From an optimization exercise on the open Yosys and OpenROAD flow, aimed at small area and a short achievable clock period; shortcuts taken in it are not production practice.
Function was checked by simulation only, so behaviour that the tests miss may differ from the original.
Power and IR drop assume default switching activity.

==> flow/design.v, too long to show whole: its modules and the start of the top module <==
// module multiplier: 2315 lines
// module mul_fa: 4 lines
// module mul_ha: 4 lines
// module mul_gn: 3 lines
// module mul_gp: 3 lines
// module mul_gpn: 4 lines
// module mul_gpp: 4 lines
// module mul_inv: 3 lines
// module mul_nand: 3 lines
// module mul_nor: 3 lines
// module mul_pg0: 4 lines
// module mul_xnor: 3 lines
// module mul_xor: 3 lines
module multiplier #(parameter N = 32) (
    input logic CLK, EN_mult, EN_blockRead, rst_n,
    input logic [15:0] mult_input0,
    input logic [15:0] mult_input1,
    input logic [N - 1:0] readMem_val,
    output logic RDY_mult, EN_readMem, EN_writeMem, VALID_memVal,
    output logic [N - 1:0] writeMem_val, memVal_data,
    output logic [5:0] writeMem_addr, readMem_addr
    );
  // ...
==> flow/run.sh <==
#!/bin/bash
# synth_recipe.tcl (not shown) runs the flow's synth.tcl, then flattens the netlist and writes it again
# the make line also repeats each setting of config.mk as NAME=value (left out here)
make -C /OpenROAD-flow-scripts/flow DESIGN_CONFIG=/design/flow/config.mk WORK_HOME=/design/flow/orfs CLKGATE_MAP_FILE= SYNTH_SCRIPT=/design/flow/synth_recipe.tcl finish
==> flow/config.mk <==
export PLATFORM = sky130hd
export DESIGN_NAME = multiplier
export DESIGN_NICKNAME = multiplier
export VERILOG_FILES = /design/flow/design.v
export SDC_FILE = /design/flow/constraint.sdc
export NUM_CORES = 4
export LEC_CHECK = 0
export CAP_MARGIN = 20
export CORE_MARGIN = 2
export CORE_UTILIZATION = 65
export SETUP_SLACK_MARGIN = 1.8
export SLEW_MARGIN = 20
export SYNTH_HIERARCHICAL = 1
export SYNTH_MINIMUM_KEEP_SIZE = 0
==> flow/constraint.sdc <==
create_clock -name core_clock -period 3.6 [get_ports {CLK}]
set_input_delay 0.7200 -clock core_clock [delete_from_list [all_inputs] [get_ports {CLK}]]
set_output_delay 0.7200 -clock core_clock [all_outputs]
set_load 0.01 [all_outputs]
==> reports/metrics.cfg, run 1 <==
[finish]
fraction_of_layout_instances_using_a_drive_strength_above_1_pct=31.8
syn2layout_area_growth_pct=14.7
fin_area_mm2=0.0169
clock_buffers=47
antenna_cells=0
layout.cells.most_common_list=sky130_fd_sc_hd__dfxtp_1 (303), sky130_fd_sc_hd__and2_1 (167), sky130_fd_sc_hd__fa_1 (120), sky130_fd_sc_hd__and2_4 (92), sky130_fd_sc_hd__fa_2 (81)
fin_util_pct=75.4
inverters_excl_clock=11

[worst_hold_path]
holdCritStartpoint=s1_758$_DFF_P_
class_of_the_worst_hold_path=reg -> reg
holdPathEnd=s2_899$_DFF_P_

[floorplan]
die_w_um=155

[grt]
grt_util_all_layers_pct=27.1
first_pass_grt_wire_length_um=49000
antenna_found_initial=0
grt.busiest_layer=met2

[clock_tree]
tritoncts=done
reg_clk_slew_reported_paths_ns=0.05
cts_htree_levels=2

[synthesis]
synthesis.area_per_instance_um2=12.3

[sta]
hold_violations=0
timing.final.max_slew_violations=0
hold-worst-slack_ns=0.325
fin_worst_skew_ns=0.0127
maxClockFrequency_ghz=0.554
timing.max_slew.rel_slack_pct=76.6

[worst_setup_path]
critical-path-top-delay-family=adder cells
reg2reg_slack_ns=1.91

[run_status]
status=finished clean

[drt]
wire_per_inst_um=20.2
route.vias.total=8196
met2_length_um=14400

[placement]
place.gp.congestion=0.849
dp_slack_ns=0.551

==> inputs of run 2 (changes only) <==
--- a/flow/config.mk
+++ b/flow/config.mk
@@ -10,3 +10,3 @@
 export CORE_UTILIZATION = 65
-export SETUP_SLACK_MARGIN = 1.8
+export SETUP_SLACK_MARGIN = 1.85
 export SLEW_MARGIN = 20
==> run 2 against run 1 <==
Count of clock-buffer cells in the layout down 7; critical path type unchanged; hold slack better by 0.0012 ns; synthesized cell count unchanged; cell area up 0.11%; largest power group unchanged; routed wire length up 1.8%; cell count up 0.39%; clock power down 4%; largest cell class unchanged.
==> reports/metrics.cfg, run 2 <==
[pwr]
worst_ir_drop_vdd_uv=386  ; was 420 uV
totalPowerFinal_mw=13.0  ; was 13.1 mW
pwr_density_cell_mw_per_mm2=765  ; was 772 mW/mm^2
power.leakage_nw=7.15  ; was 7.13 nW

[sta]
period_minus_slack_ns=1.75  ; was 1.80 ns
timing.final.crit_share_pct=48.7  ; was 50.1%
maxClockFrequency_ghz=0.570  ; was 0.554 GHz
timing.final.max_slew_violations=0  ; unchanged
worst_tran_pin_value_ns=0.361  ; was 0.351 ns
totalNegativeSetupSlack_ns=0  ; unchanged
post-route-worst-setup-slack_ns=1.85  ; was 1.80 ns
hold-worst-slack_ns=0.326  ; was 0.325 ns
setup_viol=0  ; unchanged
timing.max_slew.rel_slack_pct=75.9  ; was 76.6%
fin_worst_skew_ns=0.00939  ; was 0.0127 ns
hold_violations=0  ; unchanged
setup_repair_after_global_routing_missed_its_margin=true  ; unchanged

[floorplan]
floorplan.initialDensity_pct=65.8  ; unchanged
die_outline_height_um=155  ; unchanged
floorplan.rows=55  ; unchanged
ios=148  ; unchanged
design.core.area_mm2=0.0224  ; unchanged
floorplan_die_area_mm2=0.0239  ; unchanged
die_w_um=155  ; unchanged

[drt]
wire_per_inst_um=20.5  ; was 20.2 um
avgViaCountPerCell=5.34  ; was 5.30
drt_drc_violations_left=0  ; unchanged
route.final.wire_length_um=31800  ; was 31300 um
dr.pass1.iters=5  ; was 4
drt_first_iter_violations=448  ; was 422
route.vias.total=8289  ; was 8196
detail-route-antenna-nets=0  ; unchanged

[worst_setup_path]
crit_fanout=7  ; was 8
critical-path-top-delay-family=adder cells  ; unchanged
slowest_stage_delay_on_critical_path_ns=0.48  ; was 0.55 ns
crit_chain=dlygate4sd2_1, buf_6, and2_4, fa_1, fa_1  ; was buf_4, buf_8, and2_1, fa_2, fa_1
endpoint_kind=register  ; unchanged
total_stage_count_of_the_critical_path=5  ; unchanged
critPathRequiredTime_ns=4.02  ; was 3.98 ns
critPathBufInv=2  ; unchanged
crit_type=in -> reg  ; unchanged
crit_top_cell=sky130_fd_sc_hd__fa_1
worstSetupStartpointType=input pin  ; unchanged
critPathSlowestCell=sky130_fd_sc_hd__fa_1  ; was sky130_fd_sc_hd__fa_2
rr_worst_depth=7  ; unchanged
worst_ep_arrival_time_ns=2.17  ; was 2.18 ns

[finish]
fin_nets=1528  ; was 1522
multi_input_area_mm2=0.00824  ; was 0.00818 mm^2
fill_cells=1437  ; was 1493
largest_registers=ra x6, wa x6, pipe_en x3  ; unchanged
layout.cells.most_common_list=sky130_fd_sc_hd__dfxtp_1 (299), sky130_fd_sc_hd__and2_1 (167), sky130_fd_sc_hd__fa_1 (117), sky130_fd_sc_hd__and2_4 (92), sky130_fd_sc_hd__fa_2 (84)  ; was sky130_fd_sc_hd__dfxtp_1 (303), sky130_fd_sc_hd__and2_1 (167), sky130_fd_sc_hd__fa_1 (120), sky130_fd_sc_hd__and2_4 (92), sky130_fd_sc_hd__fa_2 (81)
seqCellArea_mm2=0.00639  ; was 0.00638 mm^2
fraction_of_layout_instances_using_a_drive_strength_above_1_pct=35.3  ; was 31.8%
antenna_cells=0  ; unchanged
syn2layout_area_growth_pct=14.8  ; was 14.7%
final_common_cell=sky130_fd_sc_hd__dfxtp_1  ; unchanged

[synthesis]
synth.yosys.warnings=7  ; unchanged
synthesis.area_per_instance_um2=12.3  ; unchanged
syn-num-nets=1488  ; unchanged
synth_area_mm2=0.0148  ; unchanged
netlist_instances=1202  ; unchanged

[grt]
grt_start_max_net_pins=18  ; unchanged
grt_pass1_vias=9311  ; was 9119
first_pass_grt_wire_length_um=50400  ; was 49000 um
global_route.overflow_total=0  ; unchanged
grt_util_all_layers_pct=27.7  ; was 27.1%
antenna_found_initial=1  ; was 0

[placement]
place.gp.congestion=0.865  ; was 0.849
dp_slack_ns=0.497  ; was 0.551 ns
dp_hpwl_um=21800  ; about the same
port-buffer-count=83  ; unchanged

[clock_tree]
cts.sink_count=317  ; unchanged
cts_root_buf=sky130_fd_sc_hd__clkbuf_16  ; unchanged
cts_inserted_buffers=31  ; was 34
tritoncts=done  ; unchanged
cts-root-to-sink-buffers=3  ; unchanged
reg_clk_slew_reported_paths_ns=0.06  ; was 0.05 ns
insertion_delay_of_the_later_clocked_pin_in_the_worst_skew_pair_ns=0.55  ; was 0.51 ns
cts_htree_levels=1  ; was 2

[worst_hold_path]
holdPathStages=0  ; unchanged
class_of_the_worst_hold_path=reg -> reg  ; unchanged

[run_status]
status=finished clean  ; unchanged

[run]
maxCapViolCount=0  ; unchanged

[run 2: repair_timing]
item	CTS	global route
buffers inserted	16	3
pin swaps	5	2
hold endpoints to repair	0	0
endpoints found under the setup margin	177	49
hold buffers	0	0
gates cloned	1	0
gates resized for setup	394	44
[run 2: final cells by class]
class | instances | share of cell area, %
clock inverter | 18 | 1.47
sequential | 317 | 37.7
tap | 285 | 2.11
multi-input combinational | 775 | 48.7
inverter | 11 | 0.244
timing repair buffer | 106 | 4.60
clock buffer | 40 | 5.19
[run 2: worst register-to-register path: cells and delay by family (launching register included)]
family | cells | cell delay [ns]
AO/OA/AOI/OAI | 4 | 0.63
XOR/XNOR | 1 | 0.17
flip-flops | 1 | 0.33
AND/OR/NAND/NOR | 2 | 0.43
[run 2: final timing paths]
| kind | from | end | slack (ns) |
|---|---|---|---|
| min reg2reg | s2_902$_DFF_P_ | s3_1252$_DFF_P_ | 0.33 |
| min | s2_902$_DFF_P_ | s3_1252$_DFF_P_ | 0.33 |
| max reg2reg | s2_915$_DFF_P_ | s3_1272$_DFF_P_ | 1.94 |
| max | mult_input0[15] | s0_621$_DFF_P_ | 1.85 |
[run 2: power by group]
group | internal (mW) | leakage, nW | switching, mW | total, mW
combinational | 1.79 | 3.93 | 2.45 | 4.24
sequential | 4.64 | 2.66 | 0.606 | 5.24
clock | 2.10 | 0.554 | 1.38 | 3.47
total | 8.52 | 7.15 | 4.44 | 13.0
[run 2: stage by stage]
step	instance area [um^2]	util [%]	cells
finish	16900	75.5	1552
global route	16900	75.5	1552
CTS	16800	74.8	1549
detailed placement	15800	70.3	1474
global placement	15800	70.3	1474
floorplan	15500	-	1202
[run 2: layer usage]
layer  up-vias  share of wire (%)  GRT usage [%]
met3        63                7.0           6.33
met2       281                 47           44.7
met5         -                  0              0
met1      4175                 44           38.6
li1       3770                  -              -
met4         0                1.8           6.61
==> inputs of run 3 (changes only) <==
--- a/flow/config.mk
+++ b/flow/config.mk
@@ -10,3 +10,3 @@
 export CORE_UTILIZATION = 65
-export SETUP_SLACK_MARGIN = 1.85
+export SETUP_SLACK_MARGIN = 1.93
 export SLEW_MARGIN = 20
==> run 3 against run 2 <==
Cell count rose by 0.45%; maximum frequency is 1.8% higher; critical path depth down 4; count of clock-buffer cells in the layout shrank 1; still clean; hold slack lost 0.0030 ns; via count up 0.66%; critical endpoint is now writeMem_addr[5]; largest cell class unchanged; routed wire length fell by 2.4%.
==> reports/metrics.cfg, run 3 <==
[clock_tree]
cts_htree_levels=1  ; unchanged
cts.sink_count=317  ; unchanged
cts-root-to-sink-buffers=3  ; unchanged
cts_inserted_buffers=30  ; was 31
insertion_delay_of_the_later_clocked_pin_in_the_worst_skew_pair_ns=0.56  ; was 0.55 ns
tritoncts=done  ; unchanged
cts_root_buf=sky130_fd_sc_hd__clkbuf_16  ; unchanged
reg_clk_slew_reported_paths_ns=0.06  ; about the same

[floorplan]
floorplan.initialDensity_pct=65.8  ; unchanged
die_outline_height_um=155  ; unchanged
floorplan_die_area_mm2=0.0239  ; unchanged
ios=148  ; unchanged
die_w_um=155  ; unchanged
design.core.area_mm2=0.0224  ; unchanged
floorplan.rows=55  ; unchanged

[worst_setup_path]
worstSetupStartpointType=register  ; was input pin
critPathBufInv=1  ; was 2
worst_ep_arrival_time_ns=1.00  ; was 2.17 ns
critPathSlowestCell=sky130_fd_sc_hd__dfxtp_4  ; was sky130_fd_sc_hd__fa_1
critical-path-top-delay-family=flip-flops  ; was adder cells
crit_chain=buf_6  ; was dlygate4sd2_1, buf_6, and2_4, fa_1, fa_1
critPathRequiredTime_ns=2.88  ; was 4.02 ns
slowest_stage_delay_on_critical_path_ns=0.35  ; was 0.48 ns
endpoint_kind=primary output  ; was register
crit_fanout=4  ; was 7
crit_type=reg -> out  ; was in -> reg

[sta]
fin_worst_skew_ns=0.0249  ; was 0.00939 ns
timing.max_slew.rel_slack_pct=77.7  ; was 75.9%
totalNegativeSetupSlack_ns=0  ; unchanged
maxClockFrequency_ghz=0.580  ; was 0.570 GHz
timing.final.max_slew_violations=0  ; unchanged
setup_viol=0  ; unchanged
setup_repair_after_global_routing_missed_its_margin=true  ; unchanged
hold_violations=0  ; unchanged
period_minus_slack_ns=1.72  ; was 1.75 ns
worst_tran_pin_value_ns=0.334  ; was 0.361 ns
timing.final.crit_share_pct=47.9  ; was 48.7%

[finish]
fill_cells=1424  ; was 1437
fin_area_mm2=0.0172  ; was 0.0169 mm^2
final_common_cell=sky130_fd_sc_hd__dfxtp_1  ; unchanged
syn2layout_area_growth_pct=16.9  ; was 14.8%
fin_util_pct=76.9  ; was 75.5%
fin_nets=1537  ; was 1528
antenna_cells=0  ; unchanged
layout.cells.most_common_list=sky130_fd_sc_hd__dfxtp_1 (292), sky130_fd_sc_hd__and2_1 (158), sky130_fd_sc_hd__fa_1 (115), sky130_fd_sc_hd__and2_4 (101), sky130_fd_sc_hd__fa_2 (86)  ; was sky130_fd_sc_hd__dfxtp_1 (299), sky130_fd_sc_hd__and2_1 (167), sky130_fd_sc_hd__fa_1 (117), sky130_fd_sc_hd__and2_4 (92), sky130_fd_sc_hd__fa_2 (84)
largest_registers=ra x6, wa x6, pipe_en x3  ; unchanged
fraction_of_layout_instances_using_a_drive_strength_above_1_pct=38.4  ; was 35.3%

[placement]
dp_hpwl_um=21500  ; was 21800 um
port-buffer-count=83  ; unchanged
place_area_mm2=0.0158  ; about the same
place.gp.congestion=0.862  ; was 0.865

[pwr]
power.leakage_nw=7.27  ; was 7.15 nW
worst_ir_drop_vdd_uv=488  ; was 386 uV
pwr_density_cell_mw_per_mm2=758  ; was 765 mW/mm^2

[drt]
detail-route-antenna-nets=0  ; unchanged
drt_first_iter_violations=424  ; was 448
avgViaCountPerCell=5.35  ; was 5.34
wire_per_inst_um=19.9  ; was 20.5 um
dr.pass1.iters=5  ; unchanged
drt_drc_violations_left=0  ; unchanged
route.final.wire_length_um=31100  ; was 31800 um
route.vias.total=8344  ; was 8289

[run_status]
status=finished clean  ; unchanged

[grt]
grt_util_all_layers_pct=26.5  ; was 27.7%
first_pass_grt_wire_length_um=48700  ; was 50400 um
global_route.overflow_total=0  ; unchanged
grt_start_max_net_pins=18  ; unchanged
antenna_found_initial=0  ; was 1
grt_pass1_vias=9173  ; was 9311

[worst_hold_path]
class_of_the_worst_hold_path=reg -> reg  ; unchanged

[synthesis]
syn-num-nets=1488  ; unchanged
synth_area_mm2=0.0148  ; unchanged
synthesis.area_per_instance_um2=12.3  ; unchanged
synth.yosys.warnings=7  ; unchanged
netlist_instances=1202  ; unchanged

[run]
maxCapViolCount=0  ; unchanged

## run 3: layer usage
layer	vias to the layer above	share of wire, %	track usage, %	wire length (um)
met5	-	0	0	0
met4	0	1.7	7.05	537
met1	4251	44	36.2	13800
met2	259	48	44.1	14800
met3	55	6.4	5.41	1980
li1	3779	-	-	-
## run 3: layout make-up
type	instances	area [um^2]	area share [%]
multi-input combinational	775	8310	48.2
clock inverter	16	275	1.60
tap	285	357	2.07
inverter	11	41.3	0.239
clock buffer	39	846	4.91
sequential	317	6400	37.1
timing repair buffer	116	1020	5.90
## run 3: path summary, 6_finish.rpt
path | from | endpoint | depth (start not counted) | slack, ns
max | wa[5]$_SDFFE_PN0P_ | writeMem_addr[5] | 1 | 1.88
min | s1_757$_DFF_P_ | s2_898$_DFF_P_ | 0 | 0.32
max reg2reg | s2_915$_DFF_P_ | s3_1272$_DFF_P_ | 7 | 1.99
min reg2reg | s1_757$_DFF_P_ | s2_898$_DFF_P_ | 0 | 0.32
## run 3: stage by stage
stage	hold WS, ns	instances	power, mW	setup slack, ns
floorplan	0.310	1202	8.32	1.52
global placement	0.310	1475	9.38	0.512
detailed placement	0.312	1475	9.55	0.447
CTS	0.326	1550	13.0	1.85
global route	0.330	1559	13.8	1.84
finish	0.323	1559	13.1	1.88
## run 3: report_power, final
group / switching [mW] / internal (mW)
sequential: 0.610 / 4.64
clock: 1.33 / 2.17
combinational: 2.46 / 1.86
total: 4.40 / 8.67
## run 3: repair_timing
action | CTS | global route
pin swaps | 4 | 19
hold buffers | 0 | 0
buffers inserted | 19 | 8
cloned | 1 | 1
gates resized for setup | 442 | 61
setup endpoints to repair | 180 | 71
==> inputs of run 4 (changes only) <==
--- a/flow/config.mk
+++ b/flow/config.mk
@@ -10,3 +10,5 @@
 export CORE_UTILIZATION = 65
-export SETUP_SLACK_MARGIN = 1.93
+export CTS_CLUSTER_DIAMETER = 65
+export CTS_CLUSTER_SIZE = 30
+export SETUP_SLACK_MARGIN = 1.9
 export SLEW_MARGIN = 20
==> run 4 against run 3 <==
Area after synthesis is the same; sequential power is essentially flat; combinational power shrank 1%; critical endpoint unchanged; cell area shrank 2.6%; total power shrank 7.4%; clock power shrank 26%; setup slack gained 0.0043 ns.
==> reports/metrics.cfg, run 4 <==
[finish]
fraction_of_layout_instances_using_a_drive_strength_above_1_pct=37.1  ; was 38.4%
fill_cells=1477  ; was 1424
largest_registers=ra x6, wa x6, pipe_en x3  ; unchanged
layout.cells.most_common_list=sky130_fd_sc_hd__dfxtp_1 (291), sky130_fd_sc_hd__and2_1 (160), sky130_fd_sc_hd__fa_1 (114), sky130_fd_sc_hd__and2_4 (99), sky130_fd_sc_hd__fa_2 (87)  ; was sky130_fd_sc_hd__dfxtp_1 (292), sky130_fd_sc_hd__and2_1 (158), sky130_fd_sc_hd__fa_1 (115), sky130_fd_sc_hd__and2_4 (101), sky130_fd_sc_hd__fa_2 (86)
antenna_cells=0  ; unchanged
fin_nets=1521  ; was 1537
final-instance-count-excl-fill=1533  ; was 1559
syn2layout_area_growth_pct=13.9  ; was 16.9%
final_common_cell=sky130_fd_sc_hd__dfxtp_1  ; unchanged

[floorplan]
die_w_um=155  ; unchanged
floorplan.initialDensity_pct=65.8  ; unchanged
floorplan.rows=55  ; unchanged
design.core.area_mm2=0.0224  ; unchanged
die_outline_height_um=155  ; unchanged
ios=148  ; unchanged
floorplan_die_area_mm2=0.0239  ; unchanged

[drt]
route.final.wire_length_um=30300  ; was 31100 um
detail-route-antenna-nets=0  ; unchanged
avgViaCountPerCell=5.34  ; was 5.35
drt_first_iter_violations=396  ; was 424
route.vias.total=8188  ; was 8344
dr.pass1.iters=5  ; unchanged
wire_per_inst_um=19.7  ; was 19.9 um
drt_drc_violations_left=0  ; unchanged

[worst_setup_path]
crit_chain=buf_6  ; unchanged
slowest_stage_delay_on_critical_path_ns=0.37  ; was 0.35 ns
rr_endpoint=s3_1272$_DFF_P_  ; unchanged
crit_fanout=4  ; unchanged
endpoint_kind=primary output  ; unchanged
rr_worst_depth=7  ; unchanged
reg2reg_slack_ns=1.96  ; was 1.99 ns
critPathBufInv=1  ; unchanged
worstSetupStartpointType=register  ; unchanged
critPathSlowestCell=sky130_fd_sc_hd__dfxtp_4  ; unchanged
critical-path-top-delay-family=flip-flops  ; unchanged
critPathRequiredTime_ns=2.88  ; about the same
crit_type=reg -> out  ; unchanged
rr_startpoint=s2_915$_DFF_P_  ; unchanged
worst_ep_arrival_time_ns=1.00  ; about the same

[placement]
port-buffer-count=83  ; unchanged
place.gp.congestion=0.862  ; unchanged
dp.cells=1475  ; unchanged
dp_hpwl_um=21500  ; unchanged

[worst_hold_path]
holdPathStages=0  ; unchanged
holdPathEnd=s3_1253$_DFF_P_  ; was s2_898$_DFF_P_
class_of_the_worst_hold_path=reg -> reg  ; unchanged
holdCritStartpoint=s2_903$_DFF_P_  ; was s1_757$_DFF_P_

[sta]
period_minus_slack_ns=1.72  ; about the same
fin_worst_skew_ns=0.0200  ; was 0.0249 ns
timing.max_slew.rel_slack_pct=77.4  ; was 77.7%
setup_repair_after_global_routing_missed_its_margin=true  ; unchanged
maxClockFrequency_ghz=0.582  ; was 0.580 GHz
worst_tran_pin_value_ns=0.338  ; was 0.334 ns
totalNegativeSetupSlack_ns=0  ; unchanged
setup_viol=0  ; unchanged
hold_violations=0  ; unchanged
timing.final.crit_share_pct=47.8  ; was 47.9%
timing.final.max_slew_violations=0  ; unchanged

[grt]
grt_start_max_net_pins=31  ; was 18
grt_util_all_layers_pct=25.9  ; was 26.5%
global_route.overflow_total=0  ; unchanged
antenna_found_initial=0  ; unchanged
grt_pass1_vias=8970  ; was 9173
first_pass_grt_wire_length_um=47700  ; was 48700 um

[synthesis]
syn-num-nets=1488  ; unchanged
synthesis.area_per_instance_um2=12.3  ; unchanged
netlist_instances=1202  ; unchanged
synth_area_mm2=0.0148  ; unchanged
synth.yosys.warnings=7  ; unchanged

[clock_tree]
cts-root-to-sink-buffers=3  ; unchanged
cts_inserted_buffers=20  ; was 30
tritoncts=done  ; unchanged
cts_root_buf=sky130_fd_sc_hd__clkbuf_16  ; unchanged
cts.sink_count=317  ; unchanged
cts_htree_levels=1  ; unchanged
number_of_buffers_inserted_by_hold_repair_at_cts=0  ; unchanged
reg_clk_slew_reported_paths_ns=0.10  ; was 0.06 ns
insertion_delay_of_the_later_clocked_pin_in_the_worst_skew_pair_ns=0.52  ; was 0.56 ns

[run_status]
status=finished clean  ; unchanged

[run]
maxCapViolCount=0  ; unchanged

[pwr]
worst_ir_drop_vdd_uv=446  ; was 488 uV
power.leakage_nw=7.04  ; was 7.27 nW
pwr_density_cell_mw_per_mm2=721  ; was 758 mW/mm^2

## run 4: worst max-delay path by stage
stage,slack [ns],cells after the start,from,endpoint
2_1_floorplan,1.52,4,mult_input1[4],s0_552$_DFF_P_
3_3_place_gp,0.51,4,mult_input1[9],s0_536$_DFF_P_
3_5_place_dp,0.45,4,mult_input1[9],s0_536$_DFF_P_
4_1_cts,1.86,1,wa[3]$_SDFFE_PN0P_,writeMem_addr[3]
5_1_grt,1.83,7,s2_935$_DFF_P_,s3_1272$_DFF_P_
6_report,1.88,1,wa[5]$_SDFFE_PN0P_,writeMem_addr[5]
## run 4: layout make-up
class	instances	area (um^2)	area share [%]
multi-input combinational	775	8290	49.4
sequential	317	6400	38.1
timing repair buffer	110	937	5.58
clock buffer	21	526	3.13
tap	285	357	2.12
clock inverter	14	244	1.45
inverter	11	41.3	0.246
## run 4: power by group
group | internal [mW] | total [mW] | switching [mW]
sequential | 4.64 | 5.23 | 0.596
combinational | 1.84 | 4.27 | 2.43
clock | 1.20 | 2.60 | 1.40
## run 4: worst register-to-register path, cell delays in order (launching register included)
cell	delay (ns)
sky130_fd_sc_hd__dfxtp_1	0.34
sky130_fd_sc_hd__nor2_1	0.27
sky130_fd_sc_hd__nor2_2	0.11
sky130_fd_sc_hd__a21oi_2	0.25
sky130_fd_sc_hd__o21ai_2	0.12
sky130_fd_sc_hd__a21oi_2	0.13
sky130_fd_sc_hd__o21ai_1	0.12
sky130_fd_sc_hd__xor2_1	0.18
## run 4: metrics by stage
step / total power [mW] / hold slack [ns] / utilization, % / setup WS, ns / instance area (um^2)
2_1_floorplan: 8.32 / 0.310 / - / 1.52 / 15500
3_3_place_gp: 9.38 / 0.310 / 70.4 / 0.512 / 15800
3_5_place_dp: 9.55 / 0.312 / 70.4 / 0.447 / 15800
4_1_cts: 12.0 / 0.333 / 73.8 / 1.86 / 16600
5_1_grt: 12.9 / 0.334 / 74.9 / 1.83 / 16800
6_report: 12.1 / 0.332 / 74.9 / 1.88 / 16800
## run 4: routing by layer
metal | up-vias | track usage (%) | wire [um]
li1 | 3743 | - | -
met1 | 4138 | 36.4 | 13600
met2 | 250 | 42.2 | 14200
met3 | 57 | 4.79 | 1910
met4 | 0 | 7.01 | 582
met5 | - | 0 | 0
## run 4: repair_timing
| item | 4_1_cts | 5_1_grt |
|---|---|---|
| pin swaps | 1 | 9 |
| setup endpoints to repair | 180 | 58 |
| cloned | 1 | 1 |
| buffers inserted | 17 | 4 |
| gates resized for setup | 437 | 55 |
==> inputs of run 5 (changes only) <==
--- a/flow/config.mk
+++ b/flow/config.mk
@@ -10,4 +10,3 @@
 export CORE_UTILIZATION = 65
-export CTS_CLUSTER_DIAMETER = 65
-export CTS_CLUSTER_SIZE = 30
+export CTS_CLUSTER_DIAMETER = 60
 export SETUP_SLACK_MARGIN = 1.9
==> run 5 against run 4 <==
Still clean on timing, DRC and antenna; setup slack lost 0.029 ns; clock power grew 28%; hold slack lost 0.0080 ns; count of clock-buffer cells in the layout grew 21; register-to-register slack lost 0.02 ns; sequential share of layout area shrank 0.63 points; flip-flop and latch count is the same; global-route usage grew 0.26 points; core utilization grew 1.3 points; largest cell class unchanged; largest power group unchanged.
==> reports/metrics.cfg, run 5 <==
[pwr]
power.leakage_nw=7.19  ; was 7.04 nW
pwr_density_cell_mw_per_mm2=754  ; was 721 mW/mm^2
worst_ir_drop_vdd_uv=466  ; was 446 uV

[sta]
setup_viol=0  ; unchanged
totalNegativeSetupSlack_ns=0  ; unchanged
fin_worst_skew_ns=0.0214  ; was 0.0200 ns
post-route-worst-setup-slack_ns=1.85  ; was 1.88 ns
maxClockFrequency_ghz=0.572  ; was 0.582 GHz
setup_repair_after_global_routing_missed_its_margin=true  ; unchanged
worst_tran_pin_value_ns=0.332  ; was 0.338 ns
timing.final.crit_share_pct=48.6  ; was 47.8%
hold_violations=0  ; unchanged
timing.final.max_slew_violations=0  ; unchanged
period_minus_slack_ns=1.75  ; was 1.72 ns
timing.max_slew.rel_slack_pct=77.8  ; was 77.4%

[worst_setup_path]
rr_endpoint=s3_1272$_DFF_P_  ; unchanged
total_stage_count_of_the_critical_path=1  ; unchanged
rr_worst_depth=7  ; unchanged
reg2reg_slack_ns=1.94  ; was 1.96 ns
rr_startpoint=s2_915$_DFF_P_  ; unchanged
crit_chain=buf_6  ; unchanged
critPathBufInv=1  ; unchanged
critPathRequiredTime_ns=2.88  ; about the same
critical-path-top-delay-family=flip-flops  ; unchanged
crit_type=reg -> out  ; unchanged
worstSetupStartpointType=register  ; unchanged
worst_ep_arrival_time_ns=1.03  ; was 1.00 ns
crit_fanout=4  ; unchanged
endpoint_kind=primary output  ; unchanged
critPathSlowestCell=sky130_fd_sc_hd__dfxtp_4  ; unchanged
slowest_stage_delay_on_critical_path_ns=0.35  ; was 0.37 ns

[floorplan]
ios=148  ; unchanged
die_outline_height_um=155  ; unchanged
floorplan.rows=55  ; unchanged
die_w_um=155  ; unchanged
design.core.area_mm2=0.0224  ; unchanged
floorplan_die_area_mm2=0.0239  ; unchanged
floorplan.initialDensity_pct=65.8  ; unchanged

[clock_tree]
tritoncts=done  ; unchanged
cts_inserted_buffers=31  ; was 20
cts-root-to-sink-buffers=3  ; unchanged
cts_root_buf=sky130_fd_sc_hd__clkbuf_16  ; unchanged
cts.sink_count=317  ; unchanged
insertion_delay_of_the_later_clocked_pin_in_the_worst_skew_pair_ns=0.58  ; was 0.52 ns
cts_htree_levels=1  ; unchanged
reg_clk_slew_reported_paths_ns=0.06  ; was 0.10 ns

[finish]
largest_registers=ra x6, wa x6, pipe_en x3  ; unchanged
fin_util_pct=76.1  ; was 74.9%
final_common_cell=sky130_fd_sc_hd__dfxtp_1  ; unchanged
layout.cells.most_common_list=sky130_fd_sc_hd__dfxtp_1 (292), sky130_fd_sc_hd__and2_1 (164), sky130_fd_sc_hd__fa_1 (117), sky130_fd_sc_hd__and2_4 (95), sky130_fd_sc_hd__fa_2 (84)  ; was sky130_fd_sc_hd__dfxtp_1 (291), sky130_fd_sc_hd__and2_1 (160), sky130_fd_sc_hd__fa_1 (114), sky130_fd_sc_hd__and2_4 (99), sky130_fd_sc_hd__fa_2 (87)
fill_cells=1451  ; was 1477
fraction_of_layout_instances_using_a_drive_strength_above_1_pct=37.3  ; was 37.1%
antenna_cells=0  ; unchanged
syn2layout_area_growth_pct=15.8  ; was 13.9%
fin_nets=1536  ; was 1521

[synthesis]
synth_area_mm2=0.0148  ; unchanged
syn-num-nets=1488  ; unchanged
netlist_instances=1202  ; unchanged
synth.yosys.warnings=7  ; unchanged
synthesis.area_per_instance_um2=12.3  ; unchanged

[run_status]
status=finished clean  ; unchanged

[drt]
drt_drc_violations_left=0  ; unchanged
detail-route-antenna-nets=0  ; unchanged
route.vias.total=8260  ; was 8188
drt_first_iter_violations=398  ; was 396
wire_per_inst_um=19.6  ; was 19.7 um
avgViaCountPerCell=5.29  ; was 5.34
dr.pass1.iters=5  ; unchanged
route.final.wire_length_um=30600  ; was 30300 um

[grt]
first_pass_grt_wire_length_um=48200  ; was 47700 um
antenna_found_initial=0  ; unchanged
grt_pass1_vias=9130  ; was 8970
grt_start_max_net_pins=18  ; was 31
grt_util_all_layers_pct=26.2  ; was 25.9%
global_route.overflow_total=0  ; unchanged

[worst_hold_path]
holdPathEnd=s2_898$_DFF_P_  ; was s3_1253$_DFF_P_
holdPathStages=0  ; unchanged
class_of_the_worst_hold_path=reg -> reg  ; unchanged
holdCritStartpoint=s1_757$_DFF_P_  ; was s2_903$_DFF_P_

[placement]
dp_slack_ns=0.447  ; unchanged
place.gp.congestion=0.862  ; unchanged
dp_hpwl_um=21500  ; unchanged
port-buffer-count=83  ; unchanged

[run]
maxCapViolCount=0  ; unchanged

## run 5: cell types whose count changed in the layout (fill, tap and decap cells not counted), sizes merged
cell / previous run / this run
clkinvlp: 0 / 7
bufinv: 0 / 3
buf: 105 / 104
clkinv: 7 / 4
inv: 18 / 13
clkbuf: 23 / 49
## run 5: per-stage QoR
step	hold WS, ns	cell area, um^2	instances	total power [mW]
after global placement	0.310	15800	1475	9.38
after CTS	0.326	16800	1551	12.8
after global routing	0.330	17100	1560	13.7
after floorplan	0.310	15500	1202	8.32
after detailed placement	0.312	15800	1475	9.55
final	0.324	17100	1560	12.9
## run 5: area by class of cell
class | instances | area [um^2] | area share (%)
clock buffer | 42 | 887 | 5.19
clock inverter | 16 | 199 | 1.16
inverter | 11 | 41.3 | 0.242
multi-input combinational | 775 | 8270 | 48.4
sequential | 317 | 6400 | 37.5
tap | 285 | 357 | 2.09
timing repair buffer | 114 | 927 | 5.43
## run 5: layer usage
metal  track usage (%)  up-vias  wire length, um
met3              5.46       78             1940
met2              43.0      257            14300
li1                  -     3785                -
met1              36.0     4140            13600
met4              6.88        0              743
met5                 0        -                0
## run 5: power breakdown
group / total [mW] / internal, mW / switching (mW)
Combinational: 4.30 / 1.85 / 2.45
Clock: 3.34 / 1.96 / 1.38
Sequential: 5.25 / 4.64 / 0.603
## run 5: how the worst max path moves through the flow
stage	from	to	slack, ns
global placement	mult_input1[9]	s0_536$_DFF_P_	0.51
finish	wa[5]$_SDFFE_PN0P_	writeMem_addr[5]	1.85
global route	wa[5]$_SDFFE_PN0P_	writeMem_addr[5]	1.81
floorplan	mult_input1[4]	s0_552$_DFF_P_	1.52
detailed placement	mult_input1[9]	s0_536$_DFF_P_	0.45
CTS	wa[3]$_SDFFE_PN0P_	writeMem_addr[3]	1.83
## run 5: worst reg2reg max path: cells and delay by family (launching register included)
family | cells | cell delay, ns
AO/OA/AOI/OAI | 4 | 0.64
XOR/XNOR | 1 | 0.18
flip-flops | 1 | 0.34
AND/OR/NAND/NOR | 2 | 0.39
## run 5: timing repair
action / 4_1_cts / 5_1_grt
hold buffers: 0 / 0
pin swaps: 1 / 6
setup buffers: 17 / 8
gates cloned: 1 / 1
resized for setup: 423 / 55
setup endpoints to repair: 179 / 79
==> inputs of run 6 (changes only) <==
--- a/flow/config.mk
+++ b/flow/config.mk
@@ -10,3 +10,4 @@
 export CORE_UTILIZATION = 65
-export CTS_CLUSTER_DIAMETER = 60
+export CTS_CLUSTER_DIAMETER = 70
+export CTS_CLUSTER_SIZE = 35
 export SETUP_SLACK_MARGIN = 1.9
==> run 6 against run 5 <==
Total power shrank 7.9%; die area is the same; count of clock-buffer cells in the layout shrank 25; routed wire length shrank 2.0%; still clean; setup slack gained 0.011 ns; maximum frequency grew 0.61%; combinational power is essentially flat; area after synthesis is the same; synthesized cell count is the same; global-route usage shrank 0.40 points; cell count shrank 2.2%.
==> reports/metrics.cfg, run 6 <==
[worst_setup_path]
critPathBufInv=1  ; unchanged
critPathSlowestCell=sky130_fd_sc_hd__dfxtp_4  ; unchanged
endpoint_kind=primary output  ; unchanged
critPathRequiredTime_ns=2.88  ; about the same
crit_chain=buf_6  ; unchanged
crit_fanout=4  ; unchanged
critical-path-top-delay-family=flip-flops  ; unchanged
slowest_stage_delay_on_critical_path_ns=0.37  ; was 0.35 ns
worst_ep_arrival_time_ns=1.02  ; was 1.03 ns
worstSetupStartpointType=register  ; unchanged
crit_type=reg -> out  ; unchanged

[sta]
fin_worst_skew_ns=0.0243  ; was 0.0214 ns
setup_viol=0  ; unchanged
hold_violations=0  ; unchanged
setup_repair_after_global_routing_missed_its_margin=true  ; unchanged
period_minus_slack_ns=1.74  ; was 1.75 ns
totalNegativeSetupSlack_ns=0  ; unchanged
maxClockFrequency_ghz=0.576  ; was 0.572 GHz
worst_tran_pin_value_ns=0.332  ; about the same
timing.final.max_slew_violations=0  ; unchanged
timing.final.crit_share_pct=48.3  ; was 48.6%
post-route-worst-setup-slack_ns=1.86  ; was 1.85 ns
timing.max_slew.rel_slack_pct=77.8  ; about the same

[floorplan]
floorplan.rows=55  ; unchanged
die_w_um=155  ; unchanged
floorplan.initialDensity_pct=65.8  ; unchanged
design.core.area_mm2=0.0224  ; unchanged
ios=148  ; unchanged
floorplan_die_area_mm2=0.0239  ; unchanged
die_outline_height_um=155  ; unchanged

[clock_tree]
insertion_delay_of_the_later_clocked_pin_in_the_worst_skew_pair_ns=0.53  ; was 0.58 ns
cts_htree_levels=1  ; unchanged
tritoncts=done  ; unchanged
reg_clk_slew_reported_paths_ns=0.11  ; was 0.06 ns
cts-root-to-sink-buffers=3  ; unchanged
cts_root_buf=sky130_fd_sc_hd__clkbuf_16  ; unchanged
cts.sink_count=317  ; unchanged
cts_inserted_buffers=17  ; was 31

[synthesis]
synthesis.area_per_instance_um2=12.3  ; unchanged
syn-num-nets=1488  ; unchanged
synth_area_mm2=0.0148  ; unchanged
synth.yosys.warnings=7  ; unchanged
netlist_instances=1202  ; unchanged

[drt]
route.vias.total=8120  ; was 8260
drt_first_iter_violations=438  ; was 398
dr.pass1.iters=4  ; was 5
wire_per_inst_um=19.7  ; was 19.6 um
drt_drc_violations_left=0  ; unchanged
route.final.wire_length_um=30000  ; was 30600 um
avgViaCountPerCell=5.32  ; was 5.29
detail-route-antenna-nets=0  ; unchanged

[placement]
port-buffer-count=83  ; unchanged
dp_slack_ns=0.447  ; unchanged
dp_hpwl_um=21500  ; unchanged
place.gp.congestion=0.862  ; unchanged

[pwr]
worst_ir_drop_vdd_uv=488  ; was 466 uV
power.leakage_nw=6.99  ; was 7.19 nW
pwr_density_cell_mw_per_mm2=710  ; was 754 mW/mm^2
totalPowerFinal_mw=11.9  ; was 12.9 mW

[grt]
global_route.overflow_total=0  ; unchanged
first_pass_grt_wire_length_um=47300  ; was 48200 um
antenna_found_initial=0  ; unchanged
grt_util_all_layers_pct=25.8  ; was 26.2%
grt_start_max_net_pins=36  ; was 18
grt_pass1_vias=8852  ; was 9130

[finish]
layout.cells.most_common_list=sky130_fd_sc_hd__dfxtp_1 (289), sky130_fd_sc_hd__and2_1 (159), sky130_fd_sc_hd__fa_1 (114), sky130_fd_sc_hd__and2_4 (100), sky130_fd_sc_hd__fa_2 (87)  ; was sky130_fd_sc_hd__dfxtp_1 (292), sky130_fd_sc_hd__and2_1 (164), sky130_fd_sc_hd__fa_1 (117), sky130_fd_sc_hd__and2_4 (95), sky130_fd_sc_hd__fa_2 (84)
antenna_cells=0  ; unchanged
largest_registers=ra x6, wa x6, pipe_en x3  ; unchanged
fin_nets=1517  ; was 1536
final_common_cell=sky130_fd_sc_hd__dfxtp_1  ; unchanged
fraction_of_layout_instances_using_a_drive_strength_above_1_pct=37.0  ; was 37.3%
syn2layout_area_growth_pct=13.2  ; was 15.8%

[run_status]
status=finished clean  ; unchanged

[worst_hold_path]
class_of_the_worst_hold_path=reg -> reg  ; unchanged

[run]
maxCapViolCount=0  ; unchanged

## run 6: routing by layer
| layer | vias up | GRT usage, % | part of all wire, % |
|---|---|---|---|
| li1 | 3728 | - | - |
| met1 | 4119 | 36.3 | 46 |
| met2 | 212 | 42.6 | 47 |
| met3 | 59 | 4.01 | 5.0 |
| met4 | 2 | 6.04 | 2.1 |
| met5 | - | 2.28 | 0.25 |
## run 6: final timing paths
| kind | startpoint | endpoint | slack [ns] | depth (start not counted) |
|---|---|---|---|---|
| hold / removal | s2_903$_DFF_P_ | s3_1253$_DFF_P_ | 0.33 | 0 |
| setup reg to reg | s2_915$_DFF_P_ | s3_1272$_DFF_P_ | 1.95 | 7 |
| setup / recovery | wa[5]$_SDFFE_PN0P_ | writeMem_addr[5] | 1.86 | 1 |
| hold reg to reg | s2_903$_DFF_P_ | s3_1253$_DFF_P_ | 0.33 | 0 |
## run 6: area by class of cell
type | instances | area [um^2]
repair buffers | 109 | 978
multi-input cells | 775 | 8290
clock buffers | 17 | 425
fillers | 1508 | 5740
well taps | 285 | 357
inverters | 11 | 41.3
clock inverters | 11 | 205
flip-flops and latches | 317 | 6400
## run 6: timing repair
| action | in CTS | in global routing |
|---|---|---|
| resized for setup | 445 | 57 |
| setup buffers | 17 | 3 |
| hold buffers | 0 | 0 |
| pin swaps | 3 | 7 |
| gates cloned | 1 | 1 |
| setup endpoints to repair | 180 | 59 |
## run 6: power by group
part,internal [mW],leakage (nW),switching [mW]
Combinational,1.85,4.03,2.43
Clock,1.05,0.301,1.29
Sequential,4.64,2.66,0.603
## run 6: metrics by stage
stage               hold WS (ns)  util, %  cells  cell area, um^2
finish                     0.334     74.4   1525            16700
global route               0.339     74.4   1525            16700
CTS                        0.338     73.4   1521            16500
detailed placement         0.312     70.4   1475            15800
global placement           0.310     70.4   1475            15800
floorplan                  0.310        -   1202            15500
==> inputs of run 7 (changes only) <==
--- a/flow/config.mk
+++ b/flow/config.mk
@@ -10,4 +10,4 @@
 export CORE_UTILIZATION = 65
-export CTS_CLUSTER_DIAMETER = 70
-export CTS_CLUSTER_SIZE = 35
+export CTS_CLUSTER_DIAMETER = 90
+export CTS_CLUSTER_SIZE = 25
 export SETUP_SLACK_MARGIN = 1.9
==> run 7 against run 6 <==
Total power is 3.6% lower; clock skew is 0.00089 ns lower; register-to-register slack better by 0.02 ns; critical path depth is 4 higher; cell count is 0.26% lower.
==> reports/metrics.cfg, run 7 <==
[grt]
global_routing_usage_on_met1_pct=36.3  ; about the same
global_route.overflow_total=0  ; unchanged
met3_track_usage_gr_pct=4.93  ; was 4.01%
gr-usage-met2_pct=41.1  ; was 42.6%
grt_pass1_vias=8825  ; was 8852
antenna_found_initial=0  ; unchanged
first_pass_grt_wire_length_um=47000  ; was 47300 um
grt.busiest_layer=met2  ; unchanged
grt_util_all_layers_pct=25.6  ; was 25.8%
grt_start_max_net_pins=26  ; was 36

[pwr]
worst_ir_drop_vdd_uv=353  ; was 488 uV
power_switching_mw=4.11  ; was 4.33 mW
switching_share_of_power_pct=35.9  ; was 36.5%
power_frac_comb_pct=37.0  ; was 36.1%
pwr_density_cell_mw_per_mm2=691  ; was 710 mW/mm^2
power.leakage_nw=6.93  ; was 6.99 nW
seqPwrFrac_pct=45.8  ; was 44.2%
totalPowerFinal_mw=11.4  ; was 11.9 mW
p_clk_share_pct=17.2  ; was 19.7%
p_int_mw=7.32  ; was 7.53 mW

[floorplan]
design.core.area_mm2=0.0224  ; unchanged
die_outline_height_um=155  ; unchanged
floorplan_die_area_mm2=0.0239  ; unchanged
floorplan.initialDensity_pct=65.8  ; unchanged
die_w_um=155  ; unchanged
ios=148  ; unchanged
floorplan.rows=55  ; unchanged

[worst_setup_path]
endpoint_kind=register  ; was primary output
critPathSlowestCell=sky130_fd_sc_hd__fa_1  ; was sky130_fd_sc_hd__dfxtp_4
critPathBufInv=2  ; was 1
crit_fanout=5  ; was 4
worstSetupStartpointType=input pin  ; was register
critical-path-top-delay-family=adder cells  ; was flip-flops
worst_ep_arrival_time_ns=2.11  ; was 1.02 ns
slowest_stage_delay_on_critical_path_ns=0.57  ; was 0.37 ns
crit_chain=buf_12, buf_8, and2_4, fa_1, fa_2  ; was buf_6
critPathRequiredTime_ns=3.97  ; was 2.88 ns
crit_type=in -> reg  ; was reg -> out

[drt]
avgViaCountPerCell=5.31  ; was 5.32
drt_first_iter_violations=358  ; was 438
detail-route-antenna-nets=0  ; unchanged
route.vias.total=8084  ; was 8120
dr.pass1.iters=4  ; unchanged
wire_per_inst_um=19.5  ; was 19.7 um
route.final.wire_length_um=29700  ; was 30000 um
drt_drc_violations_left=0  ; unchanged

[placement]
place_area_mm2=0.0158  ; unchanged
dp_hpwl_um=21500  ; unchanged
dp_slack_ns=0.447  ; unchanged
dp.cells=1475  ; unchanged
place.gp.congestion=0.862  ; unchanged
port-buffer-count=83  ; unchanged

[synthesis]
synth.yosys.warnings=7  ; unchanged
netlist_instances=1202  ; unchanged
synth_area_mm2=0.0148  ; unchanged
syn-num-nets=1488  ; unchanged
synthesis.area_per_instance_um2=12.3  ; unchanged

[sta]
hold_violations=0  ; unchanged
setup_viol=0  ; unchanged
timing.final.crit_share_pct=48.3  ; about the same
maxClockFrequency_ghz=0.575  ; was 0.576 GHz
timing.final.max_slew_violations=0  ; unchanged
timing.max_slew.rel_slack_pct=78.0  ; was 77.8%
hold-worst-slack_ns=0.331  ; was 0.334 ns
setup_repair_after_global_routing_missed_its_margin=true  ; unchanged
totalNegativeSetupSlack_ns=0  ; unchanged
period_minus_slack_ns=1.74  ; about the same
post-route-worst-setup-slack_ns=1.86  ; about the same
worst_tran_pin_value_ns=0.329  ; was 0.332 ns
fin_worst_skew_ns=0.0234  ; was 0.0243 ns

[finish]
final_common_cell=sky130_fd_sc_hd__dfxtp_1  ; unchanged
fin_area_mm2=0.0166  ; was 0.0167 mm^2
syn2layout_area_growth_pct=12.2  ; was 13.2%
fill_cells=1529  ; was 1508
largest_registers=ra x6, wa x6, pipe_en x3  ; unchanged
final-instance-count-excl-fill=1521  ; was 1525
layout.cells.most_common_list=sky130_fd_sc_hd__dfxtp_1 (293), sky130_fd_sc_hd__and2_1 (160), sky130_fd_sc_hd__fa_1 (114), sky130_fd_sc_hd__and2_4 (99), sky130_fd_sc_hd__fa_2 (87)  ; was sky130_fd_sc_hd__dfxtp_1 (289), sky130_fd_sc_hd__and2_1 (159), sky130_fd_sc_hd__fa_1 (114), sky130_fd_sc_hd__and2_4 (100), sky130_fd_sc_hd__fa_2 (87)
fin_nets=1520  ; was 1517
fin_util_pct=73.8  ; was 74.4%
fraction_of_layout_instances_using_a_drive_strength_above_1_pct=36.4  ; was 37.0%
antenna_cells=0  ; unchanged

[run_status]
status=finished clean  ; unchanged

[clock_tree]
number_of_buffers_inserted_by_hold_repair_at_cts=0  ; unchanged
cts_root_buf=sky130_fd_sc_hd__clkbuf_16  ; unchanged
insertion_delay_of_the_later_clocked_pin_in_the_worst_skew_pair_ns=0.51  ; was 0.53 ns
cts.sink_count=317  ; unchanged
cts-root-to-sink-buffers=3  ; unchanged
cts_htree_levels=1  ; unchanged
reg_clk_slew_reported_paths_ns=0.09  ; was 0.11 ns
tritoncts=done  ; unchanged
cts_inserted_buffers=17  ; unchanged

[run]
maxCapViolCount=0  ; unchanged

[worst_hold_path]
class_of_the_worst_hold_path=reg -> reg  ; unchanged

## run 7: changes by cell type in the layout (fill, tap and decap cells not counted), moves of 2 or more
cell | previous run | this run
sky130_fd_sc_hd__buf_2 | 22 | 26
sky130_fd_sc_hd__clkinv_16 | 2 | 0
sky130_fd_sc_hd__dfxtp_2 | 20 | 15
sky130_fd_sc_hd__dfxtp_1 | 289 | 293
sky130_fd_sc_hd__inv_16 | 2 | 0
sky130_fd_sc_hd__o21ai_4 | 2 | 4
sky130_fd_sc_hd__inv_6 | 3 | 1
sky130_fd_sc_hd__inv_12 | 2 | 0
sky130_fd_sc_hd__o21ai_2 | 43 | 41
## run 7: final timing paths
check                       start              end  slack [ns]  cells after the start
hold / removal     s2_903$_DFF_P_  s3_1253$_DFF_P_        0.33                      0
setup / recovery  mult_input1[12]   s0_616$_DFF_P_        1.86                      5
setup reg to reg   s2_913$_DFF_P_  s3_1272$_DFF_P_        1.97                      7
hold reg to reg    s2_903$_DFF_P_  s3_1253$_DFF_P_        0.33                      0
## run 7: layer usage
layer,vias up,share of wire [%]
met5,-,0
met4,0,2.0
met3,54,5.5
met2,212,46
met1,4088,47
li1,3730,-
## run 7: power groups by stage
| stage | Clock [mW] | Sequential (mW) | Combinational [mW] |
|---|---|---|---|
| 5_1_grt | 2.13 | 5.35 | 4.74 |
| 6_report | 1.97 | 5.23 | 4.23 |
| 3_5_place_dp | 0 | 5.32 | 4.23 |
| 4_1_cts | 2.02 | 5.23 | 4.13 |
| 3_3_place_gp | 0 | 5.27 | 4.11 |
| 2_1_floorplan | 0 | 5.16 | 3.15 |
## run 7: layout make-up
class / instances / area [um^2] / share of cell area, %
timing repair buffer: 112 / 982 / 5.93
clock buffer: 17 / 425 / 2.57
tap: 285 / 357 / 2.15
multi-input combinational: 775 / 8300 / 50.2
sequential: 317 / 6400 / 38.7
clock inverter: 4 / 46.3 / 0.280
inverter: 11 / 41.3 / 0.249
## run 7: repair_timing
action                                  4_1_cts  5_1_grt
gates resized for setup                     434       69
setup buffers                                18        5
endpoints found under the setup margin      180       51
cloned                                        2        0
pin swaps                                     5       15
## run 7: worst reg2reg max path, stage by stage (launching register included)
cell and delay [ns]:
sky130_fd_sc_hd__dfxtp_1 0.34, sky130_fd_sc_hd__nor2_1 0.28, sky130_fd_sc_hd__nor2_2 0.09, sky130_fd_sc_hd__a21oi_2 0.26
sky130_fd_sc_hd__o21ai_2 0.12, sky130_fd_sc_hd__a21oi_2 0.13, sky130_fd_sc_hd__o21ai_1 0.12, sky130_fd_sc_hd__xor2_1 0.18
==> inputs of run 8 (changes only) <==
--- a/flow/config.mk
+++ b/flow/config.mk
@@ -10,4 +10,2 @@
 export CORE_UTILIZATION = 65
-export CTS_CLUSTER_DIAMETER = 90
-export CTS_CLUSTER_SIZE = 25
 export SETUP_SLACK_MARGIN = 1.9
==> run 8 against run 7 <==
Register-to-register slack improved by 0.02 ns; cell area increased by 3.4%; flip-flop and latch count unchanged; critical path type is now reg -> out.
==> reports/metrics.cfg, run 8 <==
[run_status]
status=finished clean  ; unchanged

[pwr]
worst_ir_drop_vdd_uv=486  ; was 353 uV
pwr_density_cell_mw_per_mm2=760  ; was 691 mW/mm^2
switching_share_of_power_pct=33.6  ; was 35.9%
power.leakage_nw=7.21  ; was 6.93 nW
p_clk_share_pct=26.9  ; was 17.2%
seqPwrFrac_pct=40.3  ; was 45.8%
p_int_mw=8.64  ; was 7.32 mW
power_switching_mw=4.37  ; was 4.11 mW
power_frac_comb_pct=32.8  ; was 37.0%

[sta]
totalNegativeSetupSlack_ns=0  ; unchanged
setup_viol=0  ; unchanged
timing.max_slew.rel_slack_pct=77.9  ; was 78.0%
setup_repair_after_global_routing_missed_its_margin=true  ; unchanged
maxClockFrequency_ghz=0.581  ; was 0.575 GHz
fin_worst_skew_ns=0.0266  ; was 0.0234 ns
timing.final.max_slew_violations=0  ; unchanged
period_minus_slack_ns=1.72  ; was 1.74 ns
hold_violations=0  ; unchanged
timing.final.crit_share_pct=47.8  ; was 48.3%
worst_tran_pin_value_ns=0.331  ; was 0.329 ns

[grt]
grt_util_all_layers_pct=26.5  ; was 25.6%
grt_start_max_net_pins=18  ; was 26
antenna_found_initial=0  ; unchanged
first_pass_grt_wire_length_um=48700  ; was 47000 um
grt_pass1_vias=9164  ; was 8825
global_route.overflow_total=0  ; unchanged

[worst_setup_path]
critical-path-top-delay-family=flip-flops  ; was adder cells
worst_ep_arrival_time_ns=1.00  ; was 2.11 ns
slowest_stage_delay_on_critical_path_ns=0.35  ; was 0.57 ns
critPathSlowestCell=sky130_fd_sc_hd__dfxtp_4  ; was sky130_fd_sc_hd__fa_1
endpoint_kind=primary output  ; was register
crit_type=reg -> out  ; was in -> reg
critPathBufInv=1  ; was 2
critPathRequiredTime_ns=2.88  ; was 3.97 ns
setup.worst_path.start=wa[5]$_SDFFE_PN0P_  ; was mult_input1[12]
reg2reg_slack_ns=1.99  ; was 1.97 ns
crit_chain=buf_6  ; was buf_12, buf_8, and2_4, fa_1, fa_2
crit_fanout=4  ; was 5
worstSetupStartpointType=register  ; was input pin
rr_startpoint=s2_915$_DFF_P_  ; was s2_913$_DFF_P_

[finish]
final_common_cell=sky130_fd_sc_hd__dfxtp_1  ; unchanged
fraction_of_layout_instances_using_a_drive_strength_above_1_pct=37.5  ; was 36.4%
fin_nets=1534  ; was 1520
largest_registers=ra x6, wa x6, pipe_en x3  ; unchanged
syn2layout_area_growth_pct=16.1  ; was 12.2%
layout.cells.most_common_list=sky130_fd_sc_hd__dfxtp_1 (292), sky130_fd_sc_hd__and2_1 (162), sky130_fd_sc_hd__fa_1 (115), sky130_fd_sc_hd__and2_4 (97), sky130_fd_sc_hd__fa_2 (86)  ; was sky130_fd_sc_hd__dfxtp_1 (293), sky130_fd_sc_hd__and2_1 (160), sky130_fd_sc_hd__fa_1 (114), sky130_fd_sc_hd__and2_4 (99), sky130_fd_sc_hd__fa_2 (87)
antenna_cells=0  ; unchanged
final-instance-count-excl-fill=1556  ; was 1521

[drt]
drt_first_iter_violations=390  ; was 358
dr.pass1.iters=4  ; unchanged
wire_per_inst_um=19.9  ; was 19.5 um
route.vias.total=8266  ; was 8084
avgViaCountPerCell=5.31  ; about the same
drt_drc_violations_left=0  ; unchanged
detail-route-antenna-nets=0  ; unchanged
route.final.wire_length_um=31000  ; was 29700 um

[clock_tree]
insertion_delay_of_the_later_clocked_pin_in_the_worst_skew_pair_ns=0.56  ; was 0.51 ns
cts_root_buf=sky130_fd_sc_hd__clkbuf_16  ; unchanged
cts_htree_levels=1  ; unchanged
tritoncts=done  ; unchanged
cts-root-to-sink-buffers=3  ; unchanged
number_of_buffers_inserted_by_hold_repair_at_cts=0  ; unchanged
reg_clk_slew_reported_paths_ns=0.06  ; was 0.09 ns
cts_inserted_buffers=30  ; was 17
cts.sink_count=317  ; unchanged

[worst_hold_path]
holdCritStartpoint=s1_757$_DFF_P_  ; was s2_903$_DFF_P_
class_of_the_worst_hold_path=reg -> reg  ; unchanged

[synthesis]
netlist_instances=1202  ; unchanged
synth.yosys.warnings=7  ; unchanged
synthesis.area_per_instance_um2=12.3  ; unchanged
synth_area_mm2=0.0148  ; unchanged
syn-num-nets=1488  ; unchanged

[floorplan]
design.core.area_mm2=0.0224  ; unchanged
die_outline_height_um=155  ; unchanged
die_w_um=155  ; unchanged
floorplan.rows=55  ; unchanged
ios=148  ; unchanged
floorplan_die_area_mm2=0.0239  ; unchanged
floorplan.initialDensity_pct=65.8  ; unchanged

[placement]
place.gp.congestion=0.862  ; unchanged
dp_hpwl_um=21500  ; unchanged
dp.cells=1475  ; unchanged
port-buffer-count=83  ; unchanged

[run]
maxCapViolCount=0  ; unchanged

==> run 8: what timing repair did <==
item / CTS / global route
setup buffers: 18 / 6
endpoints found under the hold margin: 0 / 0
gates resized for setup: 433 / 47
pin swaps: 1 / 7
endpoints found under the setup margin: 179 / 74
cloned: 1 / 1
==> run 8: final timing paths <==
path | end | cells after the start
setup / recovery | writeMem_addr[5] | 1
hold / removal | s2_898$_DFF_P_ | 0
setup reg to reg | s3_1272$_DFF_P_ | 7
hold reg to reg | s2_898$_DFF_P_ | 0
==> run 8: power groups by stage <==
stage,clock network (mW),registers (mW),logic (mW)
after CTS,3.55,5.25,4.17
after global routing,3.68,5.37,4.75
after floorplan,0,5.16,3.15
after global placement,0,5.27,4.11
after detailed placement,0,5.32,4.23
final,3.50,5.25,4.26
==> run 8: area by class of cell <==
type,count,area (um^2)
clock buffers,39,846
clock inverters,16,275
fillers,1443,5310
inverters,11,41.3
multi-input cells,775,8270
flip-flops and latches,317,6400
well taps,285,357
repair buffers,113,933
==> run 8: metal layers <==
layer | vias to the layer above | routed length, um | part of all wire [%] | GRT usage (%)
li1 | 3774 | - | - | -
met1 | 4183 | 13700 | 44 | 36.2
met2 | 247 | 14700 | 47 | 44.1
met3 | 62 | 2020 | 6.5 | 5.44
met4 | 0 | 627 | 2.0 | 6.92
met5 | - | 0 | 0 | 0
==> run 8: stage by stage <==
step	util (%)	setup WS, ns	hold slack, ns	power, mW	area [um^2]
after CTS	75.4	1.85	0.326	13.0	16900
after global routing	76.3	1.84	0.330	13.8	17100
after detailed placement	70.4	0.447	0.312	9.55	15800
after global placement	70.4	0.512	0.310	9.38	15800
after floorplan	-	1.52	0.310	8.32	15500
final	76.3	1.88	0.324	13.0	17100
==> inputs of run 9 (changes only) <==
--- a/flow/config.mk
+++ b/flow/config.mk
@@ -10,2 +10,4 @@
 export CORE_UTILIZATION = 65
+export CTS_CLUSTER_DIAMETER = 100
+export CTS_CLUSTER_SIZE = 20
 export SETUP_SLACK_MARGIN = 1.9
==> run 9 against run 8 <==
Critical endpoint is now s0_564$_DFF_P_; critical path type is now in -> reg; critical path depth up 4; largest cell class unchanged; flip-flop and latch count unchanged; setup slack worse by 0.012 ns; routed wire length down 5.2%; clock power down 42%; via count down 2.4%; global-route usage down 1.1 points; total power down 12%; first-iteration DRC count down 9.5%; area after synthesis unchanged; die area unchanged.
==> reports/metrics.cfg, run 9 <==
[sta]
timing.max_slew.rel_slack_pct=77.9  ; about the same
timing.final.max_slew_violations=0  ; unchanged
setup_viol=0  ; unchanged
worst_tran_pin_value_ns=0.330  ; was 0.331 ns
totalNegativeSetupSlack_ns=0  ; unchanged
hold_violations=0  ; unchanged
timing.final.crit_share_pct=48.2  ; was 47.8%
setup_repair_after_global_routing_missed_its_margin=true  ; unchanged
fin_worst_skew_ns=0.0235  ; was 0.0266 ns
maxClockFrequency_ghz=0.577  ; was 0.581 GHz
period_minus_slack_ns=1.73  ; was 1.72 ns

[placement]
place_area_mm2=0.0158  ; unchanged
dp_hpwl_um=21500  ; unchanged
place.gp.congestion=0.862  ; unchanged
dp.cells=1475  ; unchanged
port-buffer-count=83  ; unchanged

[floorplan]
ios=148  ; unchanged
floorplan.initialDensity_pct=65.8  ; unchanged
floorplan_die_area_mm2=0.0239  ; unchanged
design.core.area_mm2=0.0224  ; unchanged
floorplan.rows=55  ; unchanged
die_w_um=155  ; unchanged
die_outline_height_um=155  ; unchanged

[drt]
wire_per_inst_um=19.3  ; was 19.9 um
drt_first_iter_violations=353  ; was 390
route.vias.total=8067  ; was 8266
drt_drc_violations_left=0  ; unchanged
detail-route-antenna-nets=0  ; unchanged
avgViaCountPerCell=5.31  ; about the same
route.final.wire_length_um=29400  ; was 31000 um
dr.pass1.iters=5  ; was 4

[run_status]
status=finished clean  ; unchanged

[clock_tree]
cts_htree_levels=1  ; unchanged
cts_inserted_buffers=19  ; was 30
cts.sink_count=317  ; unchanged
tritoncts=done  ; unchanged
cts_root_buf=sky130_fd_sc_hd__clkbuf_16  ; unchanged
cts-root-to-sink-buffers=3  ; unchanged
reg_clk_slew_reported_paths_ns=0.09  ; was 0.06 ns
insertion_delay_of_the_later_clocked_pin_in_the_worst_skew_pair_ns=0.51  ; was 0.56 ns
number_of_buffers_inserted_by_hold_repair_at_cts=0  ; unchanged

[synthesis]
synth_area_mm2=0.0148  ; unchanged
synth.yosys.warnings=7  ; unchanged
synthesis.area_per_instance_um2=12.3  ; unchanged
netlist_instances=1202  ; unchanged
syn-num-nets=1488  ; unchanged

[finish]
fin_nets=1521  ; was 1534
syn2layout_area_growth_pct=12.1  ; was 16.1%
fraction_of_layout_instances_using_a_drive_strength_above_1_pct=36.3  ; was 37.5%
fin_area_mm2=0.0165  ; was 0.0171 mm^2
antenna_cells=0  ; unchanged
final_common_cell=sky130_fd_sc_hd__dfxtp_1  ; unchanged
multi_input_area_mm2=0.00830  ; was 0.00827 mm^2
final-instance-count-excl-fill=1520  ; was 1556
fill_cells=1546  ; was 1443
layout.cells.most_common_list=sky130_fd_sc_hd__dfxtp_1 (296), sky130_fd_sc_hd__and2_1 (154), sky130_fd_sc_hd__fa_1 (114), sky130_fd_sc_hd__and2_4 (105), sky130_fd_sc_hd__fa_2 (87)  ; was sky130_fd_sc_hd__dfxtp_1 (292), sky130_fd_sc_hd__and2_1 (162), sky130_fd_sc_hd__fa_1 (115), sky130_fd_sc_hd__and2_4 (97), sky130_fd_sc_hd__fa_2 (86)
largest_registers=ra x6, wa x6, pipe_en x3  ; unchanged
seqCellArea_mm2=0.00639  ; was 0.00640 mm^2

[pwr]
pwr_density_cell_mw_per_mm2=692  ; was 760 mW/mm^2
power.leakage_nw=6.94  ; was 7.21 nW
worst_ir_drop_vdd_uv=363  ; was 486 uV

[grt]
first_pass_grt_wire_length_um=46800  ; was 48700 um
antenna_found_initial=0  ; unchanged
grt_util_all_layers_pct=25.5  ; was 26.5%
grt_pass1_vias=8833  ; was 9164
grt_start_max_net_pins=21  ; was 18
global_route.overflow_total=0  ; unchanged

[run]
maxCapViolCount=0  ; unchanged

[worst_setup_path]
worstSetupStartpointType=input pin  ; was register
crit_type=in -> reg  ; was reg -> out
worst_ep_arrival_time_ns=2.11  ; was 1.00 ns
crit_fanout=8  ; was 4
endpoint_kind=register  ; was primary output
critPathRequiredTime_ns=3.98  ; was 2.88 ns

[worst_hold_path]
class_of_the_worst_hold_path=reg -> reg  ; unchanged

run 9: changes by cell type in the layout (fill, tap and decap cells not counted), sizes merged:
cell      before  now
bufinv         7    0
inv           15   11
clkinvlp       2    0
clkinv         3    0
clkbuf        42   22
run 9: worst max-delay path: stages:
cell and delay, ns:
sky130_fd_sc_hd__buf_12 0.12, sky130_fd_sc_hd__buf_8 0.13, sky130_fd_sc_hd__and2_1 0.17, sky130_fd_sc_hd__fa_1 0.52, sky130_fd_sc_hd__fa_2 0.44
run 9: repair_timing:
item                       CTS  global route
pin swaps                    7            13
cloned                       2             0
setup endpoints to repair  180            44
buffers inserted            17             5
gates resized for setup    434            68
run 9: worst paths after layout:
kind | start | endpoint | slack (ns) | depth (start not counted)
max | mult_input0[5] | s0_564$_DFF_P_ | 1.87 | 5
min | s2_897$_DFF_P_ | s3_1247$_DFF_P_ | 0.32 | 0
max reg2reg | s2_915$_DFF_P_ | s3_1272$_DFF_P_ | 1.96 | 7
min reg2reg | s2_897$_DFF_P_ | s3_1247$_DFF_P_ | 0.32 | 0
run 9: layout make-up:
class / count / share of cell area (%)
Multi-Input combinational cell: 775 / 50.2
Sequential cell: 317 / 38.7
Timing Repair Buffer: 111 / 5.76
Clock buffer: 21 / 2.98
Tap cell: 285 / 2.16
Inverter: 11 / 0.250
run 9: per-layer routing:
layer / global-route usage [%] / share of wire, %
met3: 4.48 / 6.1
met2: 41.0 / 46
met4: 7.19 / 2.0
met5: 0 / 0
met1: 36.3 / 46
run 9: power by group:
group	internal (mW)	switching, mW	leakage, nW
Sequential	4.63	0.584	2.66
Clock	0.968	1.05	0.243
Combinational	1.79	2.42	4.04
run 9: per-stage QoR:
step	hold WS, ns	util [%]	worst slack [ns]	power (mW)
floorplan	0.310	-	1.52	8.32
global placement	0.310	70.4	0.512	9.38
detailed placement	0.312	70.4	0.447	9.55
CTS	0.322	72.5	1.87	11.4
global route	0.327	73.7	1.86	12.2
finish	0.318	73.7	1.87	11.4

[re-timing with driven ports]
The flow's constraints put no driver on any port. The routed layouts listed below were extracted and timed again, unchanged, in two steps.
Step 1: set_driving_cell puts a clkbuf_16 on CLK and a buf_2 on each other input, an assumption about the parent block.
Step 2 times the ports against the registers' clock, not the clock port: input delays grow and output delays shrink by t, the midpoint of the rising clock arrivals with the driver on.
Three values: no drivers, after step 1, after step 2; two values: the first two.
run | t, ns | slack for setup (ns) | hold WS [ns] | worst data-port slew with drivers (ns)
run 1 | 0.548 | 1.796 / 1.772 / 1.274 | 0.325 / 0.325 / 0.325 | 0.08
run 2 | 0.599 | 1.845 / 1.817 / 1.268 | 0.326 / 0.326 / 0.326 | 0.08
run 3 | 0.595 | 1.876 / 1.827 / 1.328 | 0.323 / 0.323 / 0.323 | 0.09
run 4 | 0.562 | 1.880 / 1.833 / 1.330 | 0.332 / 0.332 / 0.332 | 0.09
run 5 | 0.616 | 1.852 / 1.803 / 1.315 | 0.324 / 0.324 / 0.324 | 0.09
run 6 | 0.562 | 1.862 / 1.818 / 1.323 | 0.334 / 0.334 / 0.334 | 0.09
run 7 | 0.542 | 1.860 / 1.855 / 1.315 | 0.331 / 0.331 / 0.331 | 0.09
run 8 | 0.595 | 1.878 / 1.829 / 1.311 | 0.324 / 0.324 / 0.324 | 0.09
run 9 | 0.543 | 1.866 / 1.862 / 1.326 | 0.318 / 0.318 / 0.318 | 0.09
After both steps every run listed still meets setup and hold. The setup slack of run 2, which loses most, moves by -0.028 ns with the drivers and by -0.577 ns with both steps.
